Background: an optimization exercise with open tools, aiming at small area and a short achievable clock period. Do not read the settings as production practice. In this exercise RTL edits were held to simulation tests only and were not proved equivalent to the original. Power is estimated from default activity; no workload was simulated.

===== flow/config.mk =====
export PLATFORM = sky130hd
export DESIGN_NAME = rv32_core
export DESIGN_NICKNAME = rv32_core
export VERILOG_FILES = /design/flow/design.v
export SDC_FILE = /design/flow/constraint.sdc
export NUM_CORES = 4
export LEC_CHECK = 0
export CAP_MARGIN = 20
export CORE_MARGIN = 2
export CORE_UTILIZATION = 45
export CTS_CLUSTER_DIAMETER = 90
export CTS_CLUSTER_SIZE = 20
export SETUP_SLACK_MARGIN = 5
export SLEW_MARGIN = 20

===== flow/constraint.sdc =====
create_clock -name core_clock -period 11.0 [get_ports {clk}]
set_input_delay 2.2000 -clock core_clock [delete_from_list [all_inputs] [get_ports {clk}]]
set_output_delay 2.2000 -clock core_clock [all_outputs]
set_load 0.01 [all_outputs]

===== flow/design.v =====
module rv32_core(
	input clk,
	input reset,
	output [31:2] imem_addr,
	input [31:0] imem_rdata,
	output [31:2] dmem_addr,
	output dmem_we,
	output io_we,
	output [3:0] dmem_be,
	output [31:0] dmem_wdata,
	input [31:0] dmem_rdata,
	input [31:0] io_rdata,
	output rf_we,
	output [4:0] rf_waddr,
	output [31:0] rf_wdata
	);
	reg [31:0] pc_tgt;
	reg pc_rst;			 
	reg j_jal;			 
	reg j_br;			 
	reg d_kb;			 
	reg [31:0] d_pc;		 
	reg [31:0] d_opa;		 
	reg [31:0] d_opb;		 
	reg d_cin;			 
	reg d_s_sum, d_s_lts, d_s_ltu, d_s_xor, d_s_or, d_s_and, d_s_sll, d_s_srl;
	reg [31:0] d_rs2;		 
	reg [4:0] d_wbreg;
	reg d_wben;
	reg d_st;			 
	reg d_isS, d_isLD;
	reg [2:0] d_f3;
	reg ebrk;			 
	reg [31:0] e_alu;
	reg [31:0] e_rs2;
	reg [4:0] e_wbreg;
	reg e_wben;
	reg e_st;
	reg e_isS, e_isLD;
	reg [2:0] e_f3;
	reg [31:0] m_aluv;		 
	reg [4:0] m_wbreg;
	reg m_wben;
	reg [3:0] m_lo [0:1];
	reg [2:0] m_mid [0:1];
	reg m_hi [0:1];
	reg [3:0] m_sxb [0:1];
	reg [3:0] m_sxh [0:1];
	wire [63:0] ldx = {io_rdata, dmem_rdata};
	reg [31:0] wb_data;
	integer j, q;
	always @(*) begin
		wb_data = m_aluv;
		for (q = 0; q < 2; q = q + 1) begin
			for (j = 0; j < 8; j = j + 1)
				wb_data[j] = wb_data[j]
					| (m_lo[q][0] & ldx[q*32 + j]) | (m_lo[q][1] & ldx[q*32 + j + 8])
					| (m_lo[q][2] & ldx[q*32 + j + 16]) | (m_lo[q][3] & ldx[q*32 + j + 24]);
			for (j = 8; j < 16; j = j + 1)
				wb_data[j] = wb_data[j]
					| (m_mid[q][0] & ldx[q*32 + j]) | (m_mid[q][1] & ldx[q*32 + j + 8])
					| (m_mid[q][2] & ldx[q*32 + j + 16])
					| (m_sxb[q][3] & ldx[q*32 + 31]) | (m_sxb[q][2] & ldx[q*32 + 23])
					| (m_sxb[q][1] & ldx[q*32 + 15]) | (m_sxb[q][0] & ldx[q*32 + 7]);
			for (j = 16; j < 32; j = j + 1)
				wb_data[j] = wb_data[j]
					| (m_hi[q] & ldx[q*32 + j])
					| (m_sxh[q][3] & ldx[q*32 + 31]) | (m_sxh[q][2] & ldx[q*32 + 23])
					| (m_sxh[q][1] & ldx[q*32 + 15]) | (m_sxh[q][0] & ldx[q*32 + 7]);
		end
	end
	assign rf_we = m_wben;
	assign rf_waddr = m_wbreg;
	assign rf_wdata = wb_data;
	wire m_fok = m_wben & (m_wbreg != 5'd0);
	wire [31:0] rf_d = wb_data & {32{~reset}};
	reg [31:0] rf [1:31];
	genvar gi;
	generate
		for (gi = 1; gi < 32; gi = gi + 1) begin : g_rf
			always @(posedge clk)
				if (reset | (m_fok & (m_wbreg == gi)))
					rf[gi] <= rf_d;
		end
	endgenerate
	wire [31:0] iw = imem_rdata;
	wire [6:0] op = iw[6:0];
	wire [2:0] f3 = iw[14:12];
	wire [4:0] rd = iw[11:7];
	wire [4:0] r1 = iw[19:15];
	wire [4:0] r2 = iw[24:20];
	wire isR     = (op == 7'b0110011);
	wire isB     = (op == 7'b1100011);
	wire isS     = (op == 7'b0100011);
	wire isLD    = (op == 7'b0000011);
	wire isOPI   = (op == 7'b0010011);
	wire isJAL   = (op == 7'b1101111);
	wire isJALR  = (op == 7'b1100111);
	wire isLUI   = (op == 7'b0110111);
	wire isAUIPC = (op == 7'b0010111);
	wire isEBRK  = (iw == 32'h00100073);
	wire [31:0] alu;
	wire d_fok = d_wben & (d_wbreg != 5'd0);
	wire e_fok = e_wben & (e_wbreg != 5'd0);
	wire f1e = d_fok & (r1 == d_wbreg);
	wire f1m = e_fok & (r1 == e_wbreg);
	wire f1w = m_fok & (r1 == m_wbreg);
	wire f2e = d_fok & (r2 == d_wbreg);
	wire f2m = e_fok & (r2 == e_wbreg);
	wire f2w = m_fok & (r2 == m_wbreg);
	reg [31:0] rf1, rf2;
	integer k;
	always @(*) begin
		rf1 = 32'h0;
		rf2 = 32'h0;
		for (k = 1; k < 32; k = k + 1) begin
			rf1 = rf1 | (rf[k] & {32{r1 == k}});
			rf2 = rf2 | (rf[k] & {32{r2 == k}});
		end
	end
	wire [31:0] v1 = f1e ? alu : f1m ? e_alu : f1w ? wb_data : rf1;
	wire [31:0] v2 = f2e ? alu : f2m ? e_alu : f2w ? wb_data : rf2;
	wire b_eq = (d_opa == d_rs2);
	wire b_ltu = (d_opa < d_rs2);
	wire b_lt = ($signed(d_opa) < $signed(d_rs2));
	reg b_cond;
	always @(*) begin
		case (d_f3)
			3'b000: b_cond = b_eq;
			3'b001: b_cond = ~b_eq;
			3'b100: b_cond = b_lt;
			3'b101: b_cond = ~b_lt;
			3'b110: b_cond = b_ltu;
			3'b111: b_cond = ~b_ltu;
			default: b_cond = 1'b0;
		endcase
	end
	wire jump = j_jal | (j_br & b_cond);	 
	wire jdet = jump;
	wire [31:0] pc_seq = (d_pc + 32'd4) & {32{~pc_rst}};
	wire [31:0] pc = jump ? pc_tgt : pc_seq;
	wire [31:0] imm_b = {{20{iw[31]}}, iw[7], iw[30:25], iw[11:8], 1'b0};
	wire [31:0] imm_j = {{12{iw[31]}}, iw[19:12], iw[20], iw[30:21], 1'b0};
	wire [31:0] tgt_b = d_pc + imm_b;
	wire [31:0] tgt_j = d_pc + imm_j;
	wire [31:0] tgt_jalr = e_alu + {20'h0, iw[31:20]};
	wire [31:0] tgt = ({32{isB}} & tgt_b) | ({32{isJALR}} & tgt_jalr)
		| ({32{~isB & ~isJALR}} & tgt_j);
	wire [31:0] imm_i = {{20{iw[31]}}, iw[31:20]};
	wire [31:0] imm_s = {{20{iw[31]}}, iw[31:25], iw[11:7]};
	wire [31:0] imm_u = {iw[31:12], 12'h0};
	reg n_sum, n_lts, n_ltu, n_xor, n_or, n_and, n_sll, n_srl, n_sub;
	reg [31:0] n_b;
	always @(*) begin
		n_sum = 1'b0; n_lts = 1'b0; n_ltu = 1'b0; n_xor = 1'b0;
		n_or = 1'b0; n_and = 1'b0; n_sll = 1'b0; n_srl = 1'b0; n_sub = 1'b0;
		n_b = imm_i;
		if (isR) begin
			n_b = v2;
			case (f3)
				3'b000: begin n_sum = 1'b1; n_sub = (iw[31:25] != 7'b0); end
				3'b001: n_sll = 1'b1;
				3'b010: begin n_lts = 1'b1; n_sub = 1'b1; end
				3'b100: n_xor = 1'b1;
				3'b101: n_srl = 1'b1;
				3'b110: n_or = 1'b1;
				3'b111: n_and = 1'b1;
				default: ;
			endcase
		end
		else if (isOPI) begin
			case (f3)
				3'b000: n_sum = 1'b1;
				3'b001: n_sll = 1'b1;
				3'b010: begin n_lts = 1'b1; n_sub = 1'b1; end
				3'b011: begin n_ltu = 1'b1; n_sub = 1'b1; end
				3'b100: n_xor = 1'b1;
				3'b101: n_srl = 1'b1;
				3'b110: n_or = 1'b1;
				3'b111: n_and = 1'b1;
			endcase
		end
		else if (isLD) begin
			n_sum = (f3 != 3'b011) && (f3 != 3'b110) && (f3 != 3'b111);
		end
		else if (isS) begin
			n_b = imm_s;
			n_sum = (f3 == 3'b000) || (f3 == 3'b001) || (f3 == 3'b010);
		end
		else if (isLUI | isAUIPC) begin
			n_b = imm_u;
			n_sum = 1'b1;
		end
		else if (isJAL | isJALR) begin
			n_b = 32'd4;
			n_sum = 1'b1;
		end
	end
	wire n_apc = isAUIPC | isJAL | isJALR;
	reg [31:0] v1_rev;
	integer t;
	always @(*)
		for (t = 0; t < 32; t = t + 1)
			v1_rev[t] = v1[31 - t];
	wire halt = ebrk | isEBRK;
	wire kill_nj = jdet & ~(isB | isJAL | isJALR);
	wire wb_upd = isR | isJALR | isLD | isOPI | isLUI | isAUIPC | isJAL | isS | isB;
	wire wb_rd = isR | isJALR | isLD | isOPI | isLUI | isAUIPC | isJAL;
	always @(posedge clk) begin
		if (reset) begin
			ebrk <= 1'b0;
			d_kb <= 1'b0;
			d_pc <= 32'h0;
			d_opa <= 32'h0;
			d_opb <= 32'h0;
			d_cin <= 1'b0;
			{d_s_sum, d_s_lts, d_s_ltu, d_s_xor, d_s_or, d_s_and, d_s_sll, d_s_srl} <= 8'b10000000;
			d_rs2 <= 32'h0;
			d_wbreg <= 5'h0;
			d_wben <= 1'b0;
			d_st <= 1'b0;
			d_isS <= 1'b0;
			d_isLD <= 1'b0;
			d_f3 <= 3'h0;
		end
		else if (halt) begin
			ebrk <= 1'b1;
			d_kb <= 1'b0;
			d_pc <= pc;	 
			d_opa <= 32'h0;
			d_opb <= 32'h0;
			d_cin <= 1'b0;
			{d_s_sum, d_s_lts, d_s_ltu, d_s_xor, d_s_or, d_s_and, d_s_sll, d_s_srl} <= 8'b10000000;
			d_rs2 <= 32'h0;
			d_wbreg <= 5'h0;
			d_wben <= 1'b1;
			d_isS <= 1'b0;
			d_isLD <= 1'b0;
			d_f3 <= 3'h0;
		end
		else begin
			d_kb <= isB & jdet;
			d_pc <= pc;
			d_rs2 <= v2;
			d_st <= isS;
			if (wb_upd) begin
				d_wbreg <= wb_rd ? rd : 5'h0;
				d_wben <= ~isB;
			end
			if (kill_nj | isB) begin
				d_opa <= v1;
				d_opb <= 32'h0;
				d_cin <= 1'b0;
				{d_s_sum, d_s_lts, d_s_ltu, d_s_xor, d_s_or, d_s_and, d_s_sll, d_s_srl} <= {kill_nj, 7'b0};
				d_isS <= 1'b0;
				d_isLD <= 1'b0;
				d_f3 <= isB ? f3 : 3'h0;
			end
			else begin
				d_opa <= n_apc ? pc : isLUI ? 32'h0 : n_sll ? v1_rev : v1;
				d_opb <= n_sub ? ~n_b : n_b;
				d_cin <= n_sub;
				{d_s_sum, d_s_lts, d_s_ltu, d_s_xor, d_s_or, d_s_and, d_s_sll, d_s_srl} <=
					{n_sum, n_lts, n_ltu, n_xor, n_or, n_and, n_sll, n_srl};
				d_isS <= isS;
				d_isLD <= isLD;
				d_f3 <= f3;
			end
		end
	end
	wire [32:0] sum = {1'b0, d_opa} + {1'b0, d_opb} + {32'h0, d_cin};
	wire lts = (d_opa[31] == d_opb[31]) ? d_opa[31] : sum[31];
	wire ltu = ~sum[32];
	wire [31:0] shr = d_opa >> d_opb[4:0];
	reg [31:0] shl;
	integer u;
	always @(*)
		for (u = 0; u < 32; u = u + 1)
			shl[u] = shr[31 - u];
	wire s_sum = d_s_sum | (d_kb & ~jump);
	assign alu = ({32{s_sum}} & sum[31:0])
		| {31'h0, d_s_lts & lts}
		| {31'h0, d_s_ltu & ltu}
		| ({32{d_s_xor}} & (d_opa ^ d_opb))
		| ({32{d_s_or}} & (d_opa | d_opb))
		| ({32{d_s_and}} & (d_opa & d_opb))
		| ({32{d_s_sll}} & shl)
		| ({32{d_s_srl}} & shr);
	always @(posedge clk) begin
		if (reset) begin
			e_alu <= 32'h0;
			e_rs2 <= 32'h0;
			e_wbreg <= 5'h0;
			e_wben <= 1'b0;
			e_st <= 1'b0;
			e_isS <= 1'b0;
			e_isLD <= 1'b0;
			e_f3 <= 3'h0;
		end
		else begin
			e_alu <= alu;
			e_rs2 <= d_rs2;
			e_wbreg <= d_wbreg;
			e_wben <= d_wben;
			e_st <= d_st;
			e_isS <= d_isS;
			e_isLD <= d_isLD;
			e_f3 <= d_f3;
		end
	end
	wire [1:0] e_w = e_f3[1:0];
	wire [1:0] e_a = e_alu[1:0];
	wire st_w = (e_w == 2'b10);
	wire st_h = (e_w == 2'b01);
	wire st_b = (e_w == 2'b00);
	wire [3:0] be =
		{4{e_isS}} & (
		  ({4{st_w}} & 4'b1111)
		| ({4{st_h & (e_a == 2'b00)}} & 4'b0011)
		| ({4{st_h & (e_a == 2'b01)}} & 4'b0110)
		| ({4{st_h & (e_a == 2'b10)}} & 4'b1100)
		| ({4{st_b}} & (4'b0001 << e_a)));
	wire [7:0] lane0 = e_rs2[7:0];
	wire [7:0] lane1 = (st_w | (st_h & (e_a == 2'b00))) ? e_rs2[15:8] : e_rs2[7:0];
	wire [7:0] lane2 = st_w ? e_rs2[23:16] : (st_h & (e_a == 2'b01)) ? e_rs2[15:8] : e_rs2[7:0];
	wire [7:0] lane3 = st_w ? e_rs2[31:24] : st_h ? e_rs2[15:8] : e_rs2[7:0];
	assign dmem_be = be;
	assign dmem_wdata = {lane3 & {8{be[3]}}, lane2 & {8{be[2]}}, lane1 & {8{be[1]}}, lane0 & {8{be[0]}}};
	assign dmem_addr = e_alu[31:2] & {30{e_st | e_isLD}};
	assign dmem_we = e_st & ~e_alu[31];
	assign io_we = e_st & e_alu[31];
	wire ld_w = e_isLD & (e_w == 2'b10);
	wire [2:0] ld_h = {3{e_isLD & (e_w == 2'b01)}} & {e_a == 2'b10, e_a == 2'b01, e_a == 2'b00};
	wire [3:0] ld_b = {4{e_isLD & (e_w == 2'b00)}} & {e_a == 2'b11, e_a == 2'b10, e_a == 2'b01, e_a == 2'b00};
	wire ld_sgn = ~e_f3[2];
	wire [1:0] ld_src = {e_alu[31], ~e_alu[31]};
	integer p;
	always @(posedge clk) begin
		if (reset) begin
			m_aluv <= 32'h0;
			m_wbreg <= 5'h0;
			m_wben <= 1'b0;
			for (p = 0; p < 2; p = p + 1) begin
				m_lo[p] <= 4'h0;
				m_mid[p] <= 3'h0;
				m_hi[p] <= 1'b0;
				m_sxb[p] <= 4'h0;
				m_sxh[p] <= 4'h0;
			end
		end
		else begin
			m_aluv <= e_isLD ? 32'h0 : e_alu;
			m_wbreg <= e_wbreg;
			m_wben <= e_wben;
			for (p = 0; p < 2; p = p + 1) begin
				m_lo[p] <= {4{ld_src[p]}} & {ld_b[0], ld_h[0] | ld_b[1], ld_h[1] | ld_b[2], ld_w | ld_h[2] | ld_b[3]};
				m_mid[p] <= {3{ld_src[p]}} & {ld_h[0], ld_h[1], ld_w | ld_h[2]};
				m_hi[p] <= ld_src[p] & ld_w;
				m_sxb[p] <= {4{ld_src[p] & ld_sgn}} & {ld_b[0], ld_b[1], ld_b[2], ld_b[3]};
				m_sxh[p] <= {4{ld_src[p] & ld_sgn}} & {ld_h[0] | ld_b[0], ld_h[1] | ld_b[1], ld_h[2] | ld_b[2], ld_b[3]};
			end
		end
	end
	always @(posedge clk)
		pc_rst <= reset;
	always @(posedge clk)
		pc_tgt <= tgt;
	always @(posedge clk) begin
		if (reset) begin
			j_jal <= 1'b0;
			j_br <= 1'b0;
		end
		else begin
			j_jal <= ~ebrk & (isJAL | isJALR);
			j_br <= ~ebrk & isB;
		end
	end
	assign imem_addr = pc[31:2];
endmodule

===== flow/run.sh =====
#!/bin/bash
# synth_recipe.tcl (not shown) runs the flow's synth.tcl, then flattens the netlist and writes it again
# the make line also repeats each setting of config.mk as NAME=value (left out here)
make -C /OpenROAD-flow-scripts/flow DESIGN_CONFIG=/design/flow/config.mk WORK_HOME=/design/flow/orfs CLKGATE_MAP_FILE= SYNTH_SCRIPT=/design/flow/synth_recipe.tcl finish

==> flow_summary_export.csv <==
group,metric,value,unit
critical_path,arrival,6830,ps
critical_path,crit_buf_inv,3,
floorplan,initial_core_util,45.2,%
critical_path,path_depth,13,
global_routing,grt_start_max_net_pins,84,
clock_network,cts_root_buf,"clkbuf_16",
critical_path,crit_family,"simple AND/OR/NAND/NOR gates",
synthesis,synthCells,6214,
critical_path,critPathKind,"in -> reg",
outcome,status,"no timing/DRC/antenna violations",
drt,antenna_left,0,
sta,max_slew_margin,15.3,%
critical_path,cp-startpoint,"imem_rdata[21]",
synthesis,yosys_warnings,7,
critical_path,crit_fanout,28,
power_and_ir_drop,switchingPower,0.00324,W
power_and_ir_drop,seq_power_share,54.2,%
drt,vias,65200,
clock_network,clockBufferDepth,3,
critical_path,r2r-end,"d_opa[10]",
sta,worst_slew_pin_slew,1270,ps
synthesis,syn_nets,6469,
synthesis,synth_edf_count,992,
drt,via_per_inst,7.65,
synthesis,ys_seq_area_share,53.8,%
global_routing,gr-total-overflow,0,
cells_and_area,drive_gt1_share,15.8,%
flow_run,cap_violations,0,
place,post-dp-hpwl,246,mm
power_and_ir_drop,p_total,0.0107,W
floorplan,die-area,0.153,mm²
global_routing,grt_use_total,49.7,%
global_routing,use_met1,58.7,%
global_routing,grt_pass1_vias,60100,
sta,skew,54.7,ps
critical_path,critical-path-slowest-cell,"dlygate4sd2_1",
drt,drtIter0Drc,13700,
sta,fmax,160,MHz
sta,tns,0,ps
floorplan,die_w,392,µm
drt,firstDrtPassIters,14,
critical_path,rr_startpoint,"d_rs2[20]",
power_and_ir_drop,pwr-share-comb,15.7,%
power_and_ir_drop,p_leak,29.6,nW
sta,rsz0062_at_grt,"true",
power_and_ir_drop,power_density,137,mW/mm²
power_and_ir_drop,internal_power,0.00749,W
global_routing,busiest_layer,"met2",
synthesis,synth-seq-cells,1322,
cells_and_area,layout.nets,6729,
sta,slew_violations,0,
critical_path,r2r_setup_slack,4980,ps
synthesis,postSynth.asyncResetShare,0,%
clock_network,cts_made_buffers,81,
clock_network,cts_tree,"done",
sta,finalSetupViolCount,0,
clock_network,htreeDepth,3,
global_routing,grt_util_met2,71.4,%
critical_path,critPathCaptureType,"register",
synthesis,yosysUniqueCellTypes,104,
floorplan,num_rows,142,
global_routing,antenna_found_initial,36,
synthesis,ys.flop_type,"edfxtp_1",
floorplan,core_area,0.150,mm²
critical_path,worstSetupEndpoint,"d_rs2[13]",
critical_path,worst-r2r-cell-count,19,
cells_and_area,fillers,13300,
drt,wire_per_inst,46.1,µm
clock_network,clk_pin_slew_worst_paths,100,ps
place,gp_congestion,1.03,
critical_path,max_stage_delay,870,ps
worst_hold_path,hp-class,"reg -> reg",
floorplan,die_h,392,µm
sta,final-hold-violation-count,0,
place,numPortBuffers,233,
floorplan,pin_count,234,
power_and_ir_drop,vdd_ir_drop_max,0.159,mV
critical_path,critPathLaunchType,"input port",
synthesis,avgSynthCellArea,10.9,µm²
critical_path,worstPathRequired,11590,ps
drt,totalWireLength,394,mm
critical_path,crit_chain,"dlygate4sd2_1, nor2b_2, buf_4, and2_2, buf_4, a22oi_1, nand2_1, nor3_1, and3_1, nor2_1, a21oi_1, a21o_1, a21oi_1",
synthesis,synth_area,0.0676,mm²
clock_network,clk_latency,770,ps
drt,drc_errors,0,
sta,fin_crit,6240,ps
global_routing,grt_first_pass_wirelength,518,mm
clock_network,cts_hold_buf,0,
clock_network,cts.sinks,1322,
cells_and_area,area_growth,15.9,%
power_and_ir_drop,p_clk_share,30.1,%
global_routing,met3_usage,19.6,%
sta,fin_crit_sh,56.7,%
power_and_ir_drop,p_sw_share,30.2,%
-- power by group through the flow --
stage                     Combinational (W)  Sequential (W)  Clock (W)
after global placement              0.00149         0.00591          0
final                               0.00168         0.00582    0.00323
after floorplan                    0.000728         0.00581          0
after CTS                           0.00155         0.00580    0.00321
after detailed placement            0.00149         0.00590          0
after global routing                0.00168         0.00582    0.00337
-- kinds of logic (layout without fill, tap and decap cells) --
kind of cell               Yosys count  in the layout  share of synthesized area (%)
AOI/OAI and AO/OA                 2007           2007                           21.7
and+or+nand+nor                   1789           1793                           13.2
DFF                               1322           1322                           53.8
buffers and inverters              673            957                           4.09
adders and majority gates          158            158                           2.98
xor gates and xnor gates           148            148                           1.92
muxes                              117            117                           2.31
other                                0             14                              0
-- cell type report --
class	instances	area (µm²)	area share (%)
Tap cell	2016	2520	3.22
Timing Repair Buffer	661	5780	7.38
Clock inverter	21	287	0.366
Clock buffer	90	2080	2.66
Inverter	185	701	0.894
Sequential cell	1322	36500	46.5
Multi-Input combinational cell	4223	30500	38.9
Antenna cell	14	35.0	0.0447
-- synth_stat cells, types with 102 or more instances --
cell      number  area, µm²
edfxtp_1     992      29800
nand2_1      459       1720
inv_1        182        683
ha_1         152       1900
dfxtp_1      330       6610
nand3_1      209       1050
a21oi_1      281       1410
a22oi_1      845       6340
nor2_1       335       1260
o21ai_0      146        731
nor3_1       134        671
nor2b_1      110        688
clkbuf_1     317       1190
nand4_1      102        638
and3_1       153        957
-- how the worst min path moves through the flow --
stage	cells after the start	startpoint	slack [ps]	to
final	2	d_pc[0]	450	pc_tgt[0]
after global routing	2	d_pc[0]	460	pc_tgt[0]
after CTS	2	d_pc[0]	430	pc_tgt[0]
after detailed placement	1	d_isLD	430	e_isLD
after global placement	1	d_isLD	420	e_isLD
after floorplan	1	d_isLD	410	e_isLD
-- state kept, by name, summed over array words and instances, names as in the netlist, 6 cells and up --
signal  cells
d_opa      32
e_alu      32
m_aluv     32
d_pc       32
pc_tgt     32
m_sxh       6
d_opb      32
e_rs2      32
m_mid       6
rf        992
d_rs2      32
m_lo        8
m_sxb       8
-- metrics by stage --
stage / util [%] / cell area (µm²) / hold WS (ps) / cells / setup slack [ps]
final: 52.4 / 78400 / 451 / 8532 / 4760
after global routing: 52.4 / 78300 / 458 / 8519 / 4750
after CTS: 51.8 / 77500 / 430 / 8468 / 4820
after detailed placement: 48.8 / 73000 / 427 / 8233 / 3560
after global placement: 48.8 / 73000 / 423 / 8232 / 3220
after floorplan: - / 67600 / 414 / 6214 / 5170
-- what timing repair did --
| item | CTS | global route |
|---|---|---|
| endpoints found under the setup margin | 113 | 80 |
| setup buffers | 117 | 49 |
| gates resized for setup | 446 | 150 |
| cloned | 7 | 0 |
| pin swaps | 71 | 62 |
-- per-layer routing --
metal | routed length, µm | share of wire (%)
met3 | 59900 | 15
met1 | 130000 | 33
met2 | 162000 | 41
met5 | 273 | 0.069
met4 | 42100 | 11
-- cells in the final DEF (no fill, tap or decap), types with 35 or more instances in the layout --
cell type,n
edfxtp_1,992
a22oi_1,840
nand2_1,441
buf_4,381
nor2_1,304
dfxtp_1,294
a21oi_1,250
nand3_1,202
inv_1,164
and3_1,151
o21ai_0,146
ha_1,135
clkdlybuf4s50_1,132
nor3_1,106
nand4_1,102
nor2b_1,102
xnor2_1,97
a222oi_1,95
clkbuf_16,82
a21o_1,66
mux2i_1,63
a211oi_1,58
a22o_1,53
and2_1,52
xor2_1,50
a221oi_1,45
o211ai_1,41
nand2b_1,41
nor4_1,39
dlygate4sd2_1,38
a31oi_1,35
a2111oi_0,35
buf_6,35
-- worst min-delay path, delay by kind of cell (launching register included) --
family	cells	cell delay, ps
and+or+nand+nor	2	110
DFF	1	320

==> afterwards: timing with drivers on the ports <==
How much do the figures lean on ideal ports? The routed layout below was timed once more, with nothing changed but the port constraints. Step 1 assumes that a clkbuf_16 drives the clock port and a buf_2 every other input. Step 2 adds t to the input delays and takes it off the output delays; t is the mean of the earliest and latest rising clock arrival at the registers after step 1. Input paths then give back, and output paths get back, about the clock's delay inside the block. Three values: ideal, step 1, step 2; two values: the first two.
t (ns): 0.823
setup WS [ns]: 4.760 / 4.688 / 3.995
hold WS [ns]: 0.451 / 0.451 / 0.451
After both steps setup and hold are still met in this run. The setup slack of this run moves by -0.072 ns with the drivers and by -0.765 ns with both steps.
